What follows belongs to an exercise in optimizing a design on an open flow for small area and a short achievable clock period; a production flow would make more cautious choices.

oak:
// fir_filter
module fir_filter (
    input clk,
    input rst,
    input clk_enable,
    input [2:0] filter_sel,
    input  signed [15:0] filter_in,
    output signed [15:0] filter_out
);
Settings: LEC_CHECK=0, ABC_AREA=1, CAP_MARGIN=20, CORE_MARGIN=2, CORE_UTILIZATION=60, SETUP_SLACK_MARGIN=0.2, SLEW_MARGIN=20, SYNTH_MEMORY_MAX_BITS=65536; clock period 13.5 ns.
standard.sh (not shown) runs the stock make flow with config.mk's settings and CLKGATE_MAP_FILE= SYNTH_SCRIPT=/design/flow/synth_recipe.tcl, a recipe that flattens the netlist after the stock synthesis.
==> flow/flow/run.sh <==
#!/bin/bash
# Own layout flow: the standard layout (standard.sh: ORFS synthesis and
# place-and-route with the standard flow's config and constraints), with these changes:
#  - synthesis: synth_recipe.tcl with Yosys's quick ABC pass inside 'synth'
#    skipped (-noabc), so the adders reach extract_fa as written; registers and
#    their names are the same as the standard synthesis's,
#  - ABC maps the logic with flow/abc.script in place of ORFS's script,
#  - the port buffers that ORFS inserts are sky130_fd_sc_hd__buf_4,
#  - clock tree synthesis: clusters of up to 26 sinks within 70 um, clkbuf_16
#    buffers, no dummy loads.
# ORFS's scripts are copied into this folder and only the ABC scripts replaced.
# Every tool's output is in orfs/logs/ (one log per step) and flow_make.log.
set -euo pipefail
W="$(pwd)"
rm -rf "$W/scripts_own"
cp -r "$FLOW_HOME/scripts" "$W/scripts_own"
cp "$W/flow/abc.script" "$W/scripts_own/abc_area.script"
cp "$W/flow/abc.script" "$W/scripts_own/abc_speed.script"
sed 's/yosys synth -nofsm -noshare {\*}\$args/yosys synth -nofsm -noshare -noabc {*}$args/' \
  "$W/synth_recipe.tcl" > "$W/own_synth.tcl"
grep -q -- '-noabc' "$W/own_synth.tcl"
sed "s#synth_recipe\.tcl#own_synth.tcl#g" "$W/standard.sh" > "$W/own_standard.sh"
grep -q own_synth.tcl "$W/own_standard.sh"
export SCRIPTS_DIR="$W/scripts_own"
export BUFFER_PORTS_ARGS="-buffer_cell sky130_fd_sc_hd__buf_4"
export CTS_ARGS="-sink_clustering_enable -repair_clock_nets -dont_use_dummy_load -sink_clustering_size 26 -sink_clustering_max_diameter 70 -buf_list sky130_fd_sc_hd__clkbuf_16"
bash "$W/own_standard.sh" > "$W/flow_make.log" 2>&1
==> flow/flow/abc.script <==
strash
dc2
dch -f
map
topo
stime -c
buffer -c
upsize -c
dnsize -c
What pine does differently from oak at the input level:
diff --git a/flow/design.v b/flow/design.v
--- a/flow/design.v
+++ b/flow/design.v
@@ -1,41 +1,38 @@
 module counter (
     input clk,
     input rst,
     input clk_enable,
     output phase,
     output reg [4:0] tap,
     output reg upper,
     output [5:0] age,
-    output reg phase_q,
     output reg [6:0] since,
     output reg [5:0] filled
 );
   reg [5:0] tap_count;
   reg tap_zero;
   assign phase = clk_enable && tap_zero;
   assign age = upper ? ~{1'b0, tap} : {1'b0, tap};
   wire [5:0] tap_count_inc = tap_count + 6'd1;
   wire [6:0] since_inc = (since == 7'd127) ? since : since + 7'd1;
   wire [5:0] filled_inc = (filled == 6'd63) ? filled : filled + 6'd1;
   always @(posedge clk, posedge rst) begin
     if (rst) begin
       tap_count <= 6'd0;
       tap_zero  <= 1'b1;
-      phase_q   <= 1'b0;
       since     <= 7'd127;
       filled    <= 6'd0;
     end else begin
       tap_count <= tap_count ^ ((tap_count ^ tap_count_inc) & {6{clk_enable}});
       tap_zero  <= tap_zero ^ ((tap_zero ^ (tap_count == 6'd63)) & clk_enable);
-      phase_q   <= phase;
-      since     <= phase_q ? 7'd1 : since_inc;
-      if (phase_q) filled <= filled_inc;
+      since     <= (since_inc & {7{~phase}}) | {6'd0, phase};
+      filled    <= filled ^ ((filled ^ filled_inc) & {6{phase}});
     end
   end
   wire [4:0] tap_dec = upper ? ((tap == 5'd31) ? tap : tap + 5'd1) : ((tap == 5'd0) ? tap : tap - 5'd1);
   wire upper_dec = upper ? (tap != 5'd31) : (tap == 5'd0);
   always @(posedge clk) begin
     tap   <= tap ^ ((tap ^ tap_dec) & {5{~phase}});
     upper <= upper ^ ((upper ^ upper_dec) & ~phase);
   end
 endmodule
@@ -564,46 +561,43 @@
     endcase
   end
 endmodule
 module coeffs (
     input clk,
     input [2:0] filter_sel,
     input [5:0] age,
     input [4:0] tap,
     input upper,
-    input phase_q,
     input [6:0] since,
     input [5:0] filled,
     output reg [6:0] neg_q,
     output reg [6:0] one_q,
     output reg [6:0] two_q,
     output reg win_q,
     output reg [2:0] sel_q
 );
   wire rom_sign;
   wire [12:0] rom_magnitude;
   coeff_rom u_coeff_rom (
       .filter_sel(sel_q),
       .mirror(upper && (sel_q == 3'd7)),
       .tap(tap),
       .sign(rom_sign),
       .magnitude(rom_magnitude)
   );
-  wire win = phase_q || (since != 7'd0 && since <= 7'd63);
-  wire age_ok = (age <= filled) && (filled != 6'd0 || phase_q);
   reg [12:0] magnitude_q;
   reg negative_q, use_q, win1;
   always @(posedge clk) begin
     sel_q <= filter_sel;
     magnitude_q <= rom_magnitude;
     negative_q <= rom_sign;
-    win1 <= win;
-    use_q <= (age_ok || phase_q && age == filled + 6'd1) && win;
+    win1 <= (since <= 7'd64);
+    use_q <= (age <= filled) && (filled != 6'd0) && (since <= 7'd64);
   end
   wire [14:0] mx = {1'b0, use_q ? magnitude_q : 13'd0, 1'b0};
   integer j;
   always @(posedge clk) begin
     win_q <= win1;
     for (j = 0; j < 7; j = j + 1) begin
       neg_q[j] <= (mx[2*j+2] ^ negative_q) & win1;
       one_q[j] <= mx[2*j+1] ^ mx[2*j];
       two_q[j] <= (mx[2*j+2] & ~mx[2*j+1] & ~mx[2*j]) | (~mx[2*j+2] & mx[2*j+1] & mx[2*j]);
@@ -842,19 +836,19 @@
   wire [33:0] c_next = {t[305], t[303], t[301], t[299], t[297], t[295], t[293], t[291], t[289], t[287], t[285], t[283], t[281], t[279], t[277], t[275], t[273], t[271], t[269], t[267], t[265], t[263], t[261], t[259], t[257], t[255], t[253], t[251], t[249], t[247], t[245], t[243], t[241], pp0[0]};
   wire [33:0] acc = acc_s + acc_c;
   wire [17:0] acc_hi = acc[33:16];
   wire sat_pos = ~acc_hi[17] & acc_hi[16];
   wire sat_neg = acc_hi[17] & ~acc_hi[16];
   wire [15:0] acc_sat = sat_pos ? 16'h7fff : sat_neg ? 16'h8000 : acc_hi[15:0];
   always @(posedge clk) begin
     acc_s <= s_next;
     acc_c <= c_next;
-    first <= (since == 7'd1);
+    first <= (since == 7'd2);
   end
   always @(posedge clk, posedge rst) begin
     if (rst) begin
       result <= 16'sd0;
       filter_out <= 16'sd0;
     end else begin
       if (first) result <= (filled[5:1] != 5'd0) ? acc_sat : 16'd0;
       if (phase) filter_out <= result;
     end
@@ -883,51 +877,48 @@
     input clk_enable,
     input [2:0] filter_sel,
     input  signed [15:0] filter_in,
     output signed [15:0] filter_out
 );
   wire phase;
   wire [5:0] age;
   wire [4:0] tap;
   wire upper;
-  wire phase_q;
   wire [6:0] since;
   wire [5:0] filled;
   wire signed [15:0] sample_q;
   wire [6:0] neg_q, one_q, two_q;
   wire win_q;
   wire [2:0] sel_q;
   counter u_counter (
       .clk(clk),
       .rst(rst),
       .clk_enable(clk_enable),
       .phase(phase),
       .tap(tap),
       .upper(upper),
       .age(age),
-      .phase_q(phase_q),
       .since(since),
       .filled(filled)
   );
   delay_pipeline u_delay_pipeline (
       .clk(clk),
       .phase(phase),
       .age(age),
       .filter_in(filter_in),
       .sample_q(sample_q)
   );
   coeffs u_coeffs (
       .clk(clk),
       .filter_sel(filter_sel),
       .age(age),
       .tap(tap),
       .upper(upper),
-      .phase_q(phase_q),
       .since(since),
       .filled(filled),
       .neg_q(neg_q),
       .one_q(one_q),
       .two_q(two_q),
       .win_q(win_q),
       .sel_q(sel_q)
   );
   compute u_compute (
Findings:
- Between oak and pine, the difference in global router's overall resource usage is negligible.
- In pine the routed wire length turned out 0.38% higher than in oak.
- Diff pine..oak | aggregate global routing overflow | unchanged
- Diff pine..oak | final cell count | negligible
- As far as wire length of the first global-routing pass is concerned, oak and pine perform about the same.
- Re area added between synthesis and finish: oak was higher than pine.
- On register-to-register slack, oak and pine are basically level.
- Between pine and oak, the y dimension of the die does not differ in any meaningful way.
Function was not checked in any run of this note: the RTL went through the layout flow alone.

Another version of the RTL of fir_filter (not shown whole).
Size: ~2,800 cells after synthesis, about 1,200 flip-flops, ~38 I/O pins.
export LEC_CHECK = 0
export ABC_AREA = 1
export CAP_MARGIN = 20
export CORE_MARGIN = 2
export CORE_UTILIZATION = 60
export SETUP_SLACK_MARGIN = 0.2
export SLEW_MARGIN = 20
export SYNTH_MEMORY_MAX_BITS = 65536
create_clock -name core_clock -period 13.5 [get_ports {clk}]
Scripts as last shown in full above: flow/flow/run.sh, flow/flow/abc.script
The starting point finished with timing, DRC and antenna clean.
Rerun with:
--- a/flow/design.v
+++ b/flow/design.v
@@ -319,47 +319,52 @@
     output reg [2:0] sel_q
 );
   wire rom_sign;
   wire [12:0] rom_magnitude;
   coeff_rom u_coeff_rom (
       .filter_sel(sel_q),
       .tap(age[5] ? ~age[4:0] : age[4:0]),
       .sign(rom_sign),
       .magnitude(rom_magnitude)
   );
-  wire win = (since <= 7'd64);
-  wire use_slot = (age <= filled) && (filled != 6'd0) && win;
-  wire negative = rom_sign ^ ((sel_q == 3'd7) && age[5]);
-  wire [14:0] mx = {1'b0, use_slot ? rom_magnitude : 13'd0, 1'b0};
-  integer j;
+  reg [12:0] magnitude_q;
+  reg negative_q, use_q, win1;
   always @(posedge clk) begin
     sel_q <= filter_sel;
-    win_q <= win;
+    magnitude_q <= rom_magnitude;
+    negative_q <= rom_sign ^ ((sel_q == 3'd7) && age[5]);
+    use_q <= (age <= filled) && (filled != 6'd0) && (since <= 7'd64);
+    win1 <= (since <= 7'd64);
+  end
+  wire [14:0] mx = {1'b0, use_q ? magnitude_q : 13'd0, 1'b0};
+  integer j;
+  always @(posedge clk) begin
+    win_q <= win1;
     for (j = 0; j < 7; j = j + 1) begin
-      neg_q[j] <= (mx[2*j+2] ^ negative) & win;
+      neg_q[j] <= (mx[2*j+2] ^ negative_q) & win1;
       one_q[j] <= mx[2*j+1] ^ mx[2*j];
       two_q[j] <= (mx[2*j+2] & ~mx[2*j+1] & ~mx[2*j]) | (~mx[2*j+2] & mx[2*j+1] & mx[2*j]);
     end
   end
 endmodule
 module delay_pipeline (
     input clk,
     input phase,
     input [5:0] age,
     input signed [15:0] filter_in,
     output signed [15:0] sample_q
 );
   reg signed [15:0] newest;
   reg signed [15:0] ring[0:63];
   integer i;
   wire signed [15:0] sample = (age[5:1] == 5'd0) ? newest : ring[0];
-  assign sample_q = ring[63];
+  assign sample_q = ring[62];
   always @(posedge clk) begin
     if (phase) newest <= filter_in;
     for (i = 0; i < 63; i = i + 1) ring[i] <= ring[i+1];
     ring[63] <= sample;
   end
 endmodule
 module compute (
     input clk,
     input rst,
     input phase,
@@ -390,21 +395,21 @@
   endgenerate
   assign pp0 = g_pp[0].r;
   assign pp1 = g_pp[1].r;
   assign pp2 = g_pp[2].r;
   assign pp3 = g_pp[3].r;
   assign pp4 = g_pp[4].r;
   assign pp5 = g_pp[5].r;
   assign pp6 = g_pp[6].r;
   reg [33:0] acc_s, acc_c;
   reg first;   
-  reg signed [15:0] result;
+  reg [17:0] result;
   reg [33:0] init;
   always @(*) begin
     case (sel_q)
       3'd0: init = 34'd5729550336;
       3'd1: init = 34'd5729550336;
       3'd2: init = 34'd5729550336;
       3'd3: init = 34'd5729550336;
       3'd4: init = 34'd5729550336;
       3'd5: init = 34'd5729550336;
       3'd6: init = 34'd5729550336;
@@ -566,35 +571,35 @@
   csa_fa u148 (pp6[16], t[236], t[235], t[296], t[297]);
   csa_fa u149 (t[238], pp6[17], t[237], t[298], t[299]);
   csa_fa u150 (c_in[30], s_in[30], t[239], t[300], t[301]);
   csa_ha u151 (c_in[31], s_in[31], t[302], t[303]);
   csa_ha u152 (c_in[32], s_in[32], t[304], t[305]);
   csa_ha u153 (c_in[33], s_in[33], t[306], t[307]);
   wire [33:0] s_next = {t[306], t[304], t[302], t[300], t[298], t[296], t[294], t[292], t[290], t[288], t[286], t[284], t[282], t[280], t[278], t[276], t[274], t[272], t[270], t[268], t[266], t[264], t[262], t[260], t[258], t[256], t[254], t[252], t[250], t[248], t[246], t[244], t[242], t[240]};
   wire [33:0] c_next = {t[305], t[303], t[301], t[299], t[297], t[295], t[293], t[291], t[289], t[287], t[285], t[283], t[281], t[279], t[277], t[275], t[273], t[271], t[269], t[267], t[265], t[263], t[261], t[259], t[257], t[255], t[253], t[251], t[249], t[247], t[245], t[243], t[241], pp0[0]};
   wire [33:0] acc = acc_s + acc_c;
   wire [17:0] acc_hi = acc[33:16];
-  wire sat_pos = ~acc_hi[17] & acc_hi[16];
-  wire sat_neg = acc_hi[17] & ~acc_hi[16];
-  wire [15:0] acc_sat = sat_pos ? 16'h7fff : sat_neg ? 16'h8000 : acc_hi[15:0];
+  wire sat_pos = ~result[17] & result[16];
+  wire sat_neg = result[17] & ~result[16];
+  wire [15:0] result_sat = sat_pos ? 16'h7fff : sat_neg ? 16'h8000 : result[15:0];
   always @(posedge clk) begin
     acc_s <= s_next;
     acc_c <= c_next;
-    first <= (since == 7'd1);
+    first <= (since == 7'd2);
   end
   always @(posedge clk, posedge rst) begin
     if (rst) begin
-      result <= 16'sd0;
+      result <= 18'd0;
       filter_out <= 16'sd0;
     end else begin
-      if (first) result <= (filled[5:1] != 5'd0) ? acc_sat : 16'd0;
-      if (phase) filter_out <= result;
+      if (first) result <= (filled[5:1] != 5'd0) ? acc_hi : 18'd0;
+      if (phase) filter_out <= result_sat;
     end
   end
 endmodule
 module csa_fa (
     input a,
     input b,
     input c,
     output s,
     output co
 );
The new run ran to the end with no violations.
First-iteration DRC count went up by 3.7%.
Sequential share of layout area went up by 0.52 points.
Utilization went up by 0.21 points.
Wire length went up by 6.1%.
Setup slack got worse by 330 ps.
Fmax went down by 7.0%.
Synthesized cell count went up by 2.0%.
Critical path depth went down by 8.
Hold slack improved by 89 ps.
No run of this note included a check of the RTL's function; only the layout flow was run.

## separate check: timing with driven ports
The results above use ideal ports. As a check the final layouts listed here were re-extracted and re-timed, cells and wires unchanged.
Step 1 sets driving cells, clkbuf_16 on the clock port and buf_2 on the other inputs (assumed; they add their load-dependent delay and slew).
Step 2 also shifts input and output timing later by t, the mid clock arrival at the registers, as if the neighbouring blocks saw the same clock.
Slacks: ideal ports / drivers / drivers and shift; pairs: ideal ports / drivers.
run	t (ns)	slack for setup (ns)	worst hold slack (ns)	worst slew at a driven data input, ns	cell pins on the clock port's net
oak	0.672	9.568 / 9.568 / 9.206	0.263 / 0.263 / 0.263	0.06	1
pine	0.660	9.303 / 9.333 / 8.673	0.265 / 0.265 / 0.265	0.06	1
the first run of note 2	0.657	9.150 / 9.150 / 8.712	0.192 / 0.192 / 0.192	0.05	1
the second run of note 2	0.645	8.824 / 8.838 / 8.193	0.281 / 0.281 / 0.281	0.07	1
After both steps setup and hold are still met in every run listed. For the second run of note 2, which loses most, drivers alone change the setup slack by +0.014 ns; drivers and shift together by -0.631 ns.
